This is an optimization exercise on Yosys and OpenROAD, whose aim is small area, not a production implementation.
Function was checked by simulation only, so behaviour that the tests miss may differ from the original.
Power figures rest on the tool's default switching activity, not on a simulated workload. The clock port is modelled as an ideal driver; clocking choices that lean on that would not hold on a real chip.

Setup of try-xenon:
## ECC_array
module ECC_array(
input clk,
input rst_n,
input [127:0] axis_ins_tdata,
input axis_ins_tvalid,
output axis_ins_tready,
output [127:0] axis_ous_tdata,
output axis_ous_valid,
input axis_ous_ready 
    );
assign axis_ins_tready = 1'b1;
reg v, t1, t2, t3, sa, sx, rs, sd, vo;
wire last = v & ~axis_ins_tvalid;
always @(posedge clk or negedge rst_n) begin
    if (!rst_n) begin
        v  <= 1'b0;
        t1 <= 1'b0;
        t2 <= 1'b0;
        t3 <= 1'b0;
        sa <= 1'b0;
        sd <= 1'b0;
        vo <= 1'b0;
    end else begin
        v  <= axis_ins_tvalid;
        t1 <= last;
        t2 <= t1;
        t3 <= t2;
        sa <= last | t1 | t2;
        sd <= ~(last | t1 | t2 | t3 | rs);
        vo <= axis_ins_tvalid | v | t1 | t2 | t3;
    end
end
always @(posedge clk or negedge rst_n) begin
    if (!rst_n) begin
        sx <= 1'b1;
        rs <= 1'b1;
    end else begin
        sx <= t3;
        rs <= 1'b0;
    end
end
wire acc = (v & axis_ins_tvalid) | sa | sx;
assign axis_ous_valid = vo;
genvar l;
generate
for (l = 0; l < 16; l = l + 1) begin : lane
    ECC_MODULE u (
        .clk(clk),
        .din(axis_ins_tdata[8*l+7:8*l]),
        .en(v),
        .sel_d(sd),
        .sel_a(sa),
        .sel_x(sx),
        .acc(acc),
        .dout(axis_ous_tdata[127-8*l:120-8*l])
    );
end
endgenerate
endmodule
Size in the first run: ~2200 cells after synthesis, ~780 flip-flops, ~260 I/O pins, roughly 26000 µm² of cells after synthesis.
==> flow/config.mk <==
export PLATFORM = sky130hd
export DESIGN_NAME = ECC_array
export DESIGN_NICKNAME = ECC_array
export VERILOG_FILES = /design/flow/design.v
export SDC_FILE = /design/flow/constraint.sdc
export NUM_CORES = 4
export LEC_CHECK = 0
export CAP_MARGIN = 20
export CORE_MARGIN = 2
export CORE_UTILIZATION = 60
export GPL_TIMING_DRIVEN = 0
export SLEW_MARGIN = 20
==> flow/constraint.sdc <==
create_clock -name core_clock -period 3.2 [get_ports {clk}]
set_input_delay 0.6400 -clock core_clock [delete_from_list [all_inputs] [get_ports {clk}]]
set_output_delay 0.6400 -clock core_clock [all_outputs]
set_load 0.01 [all_outputs]
standard.sh (not shown) runs the stock make flow with config.mk's settings and CLKGATE_MAP_FILE= SYNTH_SCRIPT=/design/flow/synth_recipe.tcl, a recipe that flattens the netlist after the stock synthesis.
==> flow/flow/run.sh <==
#!/bin/bash
# Standard ORFS layout (standard.sh) with these changes:
#  - synthesis maps the logic with an area-oriented ABC script (flow/synth.tcl)
#  - ports are buffered with the smallest buffer, sky130_fd_sc_hd__buf_1
#  - CTS uses clkbuf_16 buffers, larger sink clusters and no dummy loads
#  - the floorplan step does not resize gates for timing before placement
#    (REMOVE_ABC_BUFFERS=1; the ABC script above inserts no buffers)
# Each tool's output goes to a log file in the work folder.
set -euo pipefail
W=$(pwd)
export OWN_ABC_SCRIPT=$W/flow/abc_area.script
export REMOVE_ABC_BUFFERS=1
export BUFFER_PORTS_ARGS="-buffer_cell sky130_fd_sc_hd__buf_1"
export CTS_ARGS="-sink_clustering_enable -repair_clock_nets -buf_list sky130_fd_sc_hd__clkbuf_16 -sink_clustering_size 34 -sink_clustering_max_diameter 120 -dont_use_dummy_load"
bash standard.sh SYNTH_SCRIPT=$W/flow/synth.tcl finish > $W/standard_make.log 2>&1
==> flow/flow/abc_area.script <==
strash
&get -n
&st
&dch
&nf -R 1000
&put
topo
==> flow/flow/synth.tcl <==
# The standard synthesis (synth_recipe.tcl), with an area-oriented ABC
# mapping script in place of ORFS's: only the combinational mapping changes.
proc synth {args} { yosys synth -nofsm -noshare {*}$args }
proc abc {args} {
  set i [lsearch -exact $args -script]
  if { $i >= 0 } {
    set args [lreplace $args [expr {$i + 1}] [expr {$i + 1}] $::env(OWN_ABC_SCRIPT)]
  }
  yosys abc {*}$args
}
source $::env(SCRIPTS_DIR)/synth.tcl
# left out here: clear keep_hierarchy, flatten, clean up, hide names made inside functions, write 1_2_yosys.v
In summary, try-xenon completed successfully, with a layout that passed the timing, DRC and antenna checks.
Relative to try-xenon, the following input files were edited for try-juniper:
- PLACE_DENSITY: unset -> 0.85
- CORE_UTILIZATION: 60 -> 70
Diff try-xenon -> try-juniper | minimum setup slack in the final design | increase of 0.057 ns. try-juniper went all the way through synthesis, placement and routing and the layout is clean on timing, DRC and antenna. Total via count after detailed routing deteriorates in try-juniper relative to try-xenon. Looking at total global routing track utilization, try-juniper sits above try-xenon. try-xenon -> try-juniper: number of port buffers delta 0, exact match.
### try-juniper -> try-quartz
- putting CTS_BUF_LIST at sky130_fd_sc_hd__clkbuf_16 where nothing was set
- putting CTS_CLUSTER_DIAMETER at 100 where nothing was set
- putting CTS_CLUSTER_SIZE at 30 where nothing was set
==> flow/run.sh (new file) <==
#!/bin/bash
# synth_recipe.tcl (not shown) runs the flow's synth.tcl, then flattens the netlist and writes it again
# the make line also repeats each setting of config.mk as NAME=value (left out here)
make -C /OpenROAD-flow-scripts/flow DESIGN_CONFIG=/design/flow/config.mk WORK_HOME=/design/flow/orfs CLKGATE_MAP_FILE= SYNTH_SCRIPT=/design/flow/synth_recipe.tcl finish
removed: flow/flow/run.sh
removed: flow/flow/abc_area.script
removed: flow/flow/synth.tcl
removed: flow/standard.sh
--- outcome ---
- Per the comparison of try-quartz with try-juniper, post-layout instance count excluding filler cells moved up, mux contribution to synthesized area rose 1.1 points, part of the power in registers -6.4 points.
- try-juniper vs try-quartz, endpoint of the worst setup timing path: axis_ous_tdata[69] vs axis_ous_tdata[122]
- try-juniper → try-quartz: final estimated routing congestion in global placement increased 0.059; remaining max-slew budget at the tightest pin decreased 23 points; total chip power increased 6.5 mW.
- try-quartz reports a higher clock power than try-juniper does.
- From try-juniper to try-quartz the numbers moved as follows: cell area after placement +about 15%, post-layout minimum cycle time +0.12 ns.
- The run with more routed wire is try-quartz, not try-juniper.
- When the final numbers for try-juniper and try-quartz were put side by side, the count of clock-buffer cells in the layout turned out to be smaller in try-juniper.
#### Input delta (try-delta over try-quartz)
- PLACE_DENSITY: 0.85 -> unset
- CTS_CLUSTER_SIZE: 30 -> unset
- CTS_CLUSTER_DIAMETER: 100 -> unset
- CTS_BUF_LIST: sky130_fd_sc_hd__clkbuf_16 -> unset
==> flow/flow/run.sh (new file) <==
#!/bin/bash
# Standard ORFS layout (standard.sh) with these changes:
#  - synthesis maps the logic with an area-oriented ABC script (flow/synth.tcl)
#  - ports are buffered with the smallest buffer, sky130_fd_sc_hd__buf_1
#  - CTS uses clkbuf_16 buffers, larger sink clusters and no dummy loads
#  - the floorplan step does not resize gates for timing before placement
#    (REMOVE_ABC_BUFFERS=1; the ABC script above inserts no buffers)
# Each tool's output goes to a log file in the work folder.
set -euo pipefail
W=$(pwd)
export OWN_ABC_SCRIPT=$W/flow/abc_area.script
export REMOVE_ABC_BUFFERS=1
export BUFFER_PORTS_ARGS="-buffer_cell sky130_fd_sc_hd__buf_1"
export CTS_ARGS="-sink_clustering_enable -repair_clock_nets -buf_list sky130_fd_sc_hd__clkbuf_16 -sink_clustering_size 34 -sink_clustering_max_diameter 120 -dont_use_dummy_load"
bash standard.sh SYNTH_SCRIPT=$W/flow/synth.tcl finish > $W/standard_make.log 2>&1
==> flow/flow/abc_area.script (new file) <==
strash
&get -n
&st
&dch
&nf -R 1000
&put
topo
==> flow/flow/synth.tcl (new file) <==
# The standard synthesis (synth_recipe.tcl), with an area-oriented ABC
# mapping script in place of ORFS's: only the combinational mapping changes.
proc synth {args} { yosys synth -nofsm -noshare {*}$args }
proc abc {args} {
  set i [lsearch -exact $args -script]
  if { $i >= 0 } {
    set args [lreplace $args [expr {$i + 1}] [expr {$i + 1}] $::env(OWN_ABC_SCRIPT)]
  }
  yosys abc {*}$args
}
source $::env(SCRIPTS_DIR)/synth.tcl
# left out here: clear keep_hierarchy, flatten, clean up, hide names made inside functions, write 1_2_yosys.v
==> flow/standard.sh (new file) <==
#!/bin/bash
# synth_recipe.tcl (not shown) runs the flow's synth.tcl, then flattens the netlist and writes it again
# the make line also repeats each setting of config.mk as NAME=value (left out here)
make -C /OpenROAD-flow-scripts/flow DESIGN_CONFIG=/design/flow/config.mk WORK_HOME=/design/flow/orfs CLKGATE_MAP_FILE= SYNTH_SCRIPT=/design/flow/synth_recipe.tcl "${@:-finish}"
removed: flow/run.sh
--- outcome ---
The flow did not stop early for try-delta: all stages ran, and the layout cleared the timing, DRC and antenna checks. try-delta ended up with in2reg as its worst hold path class; try-quartz ended up with in2async. try-delta ends up with a global-route usage that is 6.6 points lower than in try-quartz. Compared to try-quartz, try-delta leaves more free space in the core. Diff try-quartz -> try-delta: cell count along the critical path fell 1; final weighted congestion of routability-driven global placement lost about 9%.
Setup changes, try-delta to try-violet
- an added CTS_BUF_LIST of sky130_fd_sc_hd__clkbuf_16
- an added PLACE_DENSITY of 0.85
- an added CTS_CLUSTER_DIAMETER of 120
- an added ABC_AREA of 0
- an added CTS_CLUSTER_SIZE of 34
==> flow/run.sh (new file) <==
#!/bin/bash
# synth_recipe.tcl (not shown) runs the flow's synth.tcl, then flattens the netlist and writes it again
# the make line also repeats each setting of config.mk as NAME=value (left out here)
make -C /OpenROAD-flow-scripts/flow DESIGN_CONFIG=/design/flow/config.mk WORK_HOME=/design/flow/orfs CLKGATE_MAP_FILE= SYNTH_SCRIPT=/design/flow/synth_recipe.tcl finish
removed: flow/flow/run.sh
removed: flow/flow/abc_area.script
removed: flow/flow/synth.tcl
removed: flow/standard.sh
Going from try-delta to try-violet, number of non-clock buffers in the layout grew by more than a quarter. axis_ous_tdata[127] as the capture point of the critical path was reported by try-delta, and axis_ous_tdata[31] by try-violet. Final area up 4500 µm² in try-violet wrt try-delta. Looking at power in combinational cells across try-violet and try-delta, the one that comes out lower is try-delta. Of try-violet and try-delta, the run reporting the higher post-cts hold buffer count was try-delta. Per the comparison of try-violet with try-delta, final cell count up 534; area added between synthesis and finish higher; final layout net count shows an increase of 19%; combinational cell fraction of total power picked up an extra 7.5 points; clock network power share lost 1.1 points. try-violet: flow completed, timing, DRC and antenna clean.

[re-timing with driven ports]
No port has a modelled driver above. Below, the same layouts with a new extraction and two added sets of constraints. Step 1 assumes that a clkbuf_16 drives the clock port and a buf_2 every other input. Step 2 adds t to the input delays and takes it off the output delays; t is the mean of the earliest and latest rising clock arrival at the registers after step 1. Input paths then give back, and output paths get back, about the clock's delay inside the block. Three values: ideal, step 1, step 2; two values: the first two.
run	t, ns	setup WS [ns]	worst setup path after step 2	latest minus earliest clock arrival (ns)	worst slew at a driven data input, ns
try-xenon	0.649	0.110 / 0.047 / 0.251	register to register	0.036 / 0.036	0.10
try-juniper	0.632	0.167 / 0.113 / 0.495	register to register	0.020 / 0.020	0.09
try-quartz	0.670	0.043 / -0.015 / 0.379	register to register	0.014 / 0.014	0.09
try-delta	0.623	0.071 / 0.016 / 0.533	register to register	0.032 / 0.032	0.10
try-violet	0.667	0.035 / -0.023 / 0.369	register to register	0.016 / 0.016	0.08
After both steps setup and hold are still met in every run listed.
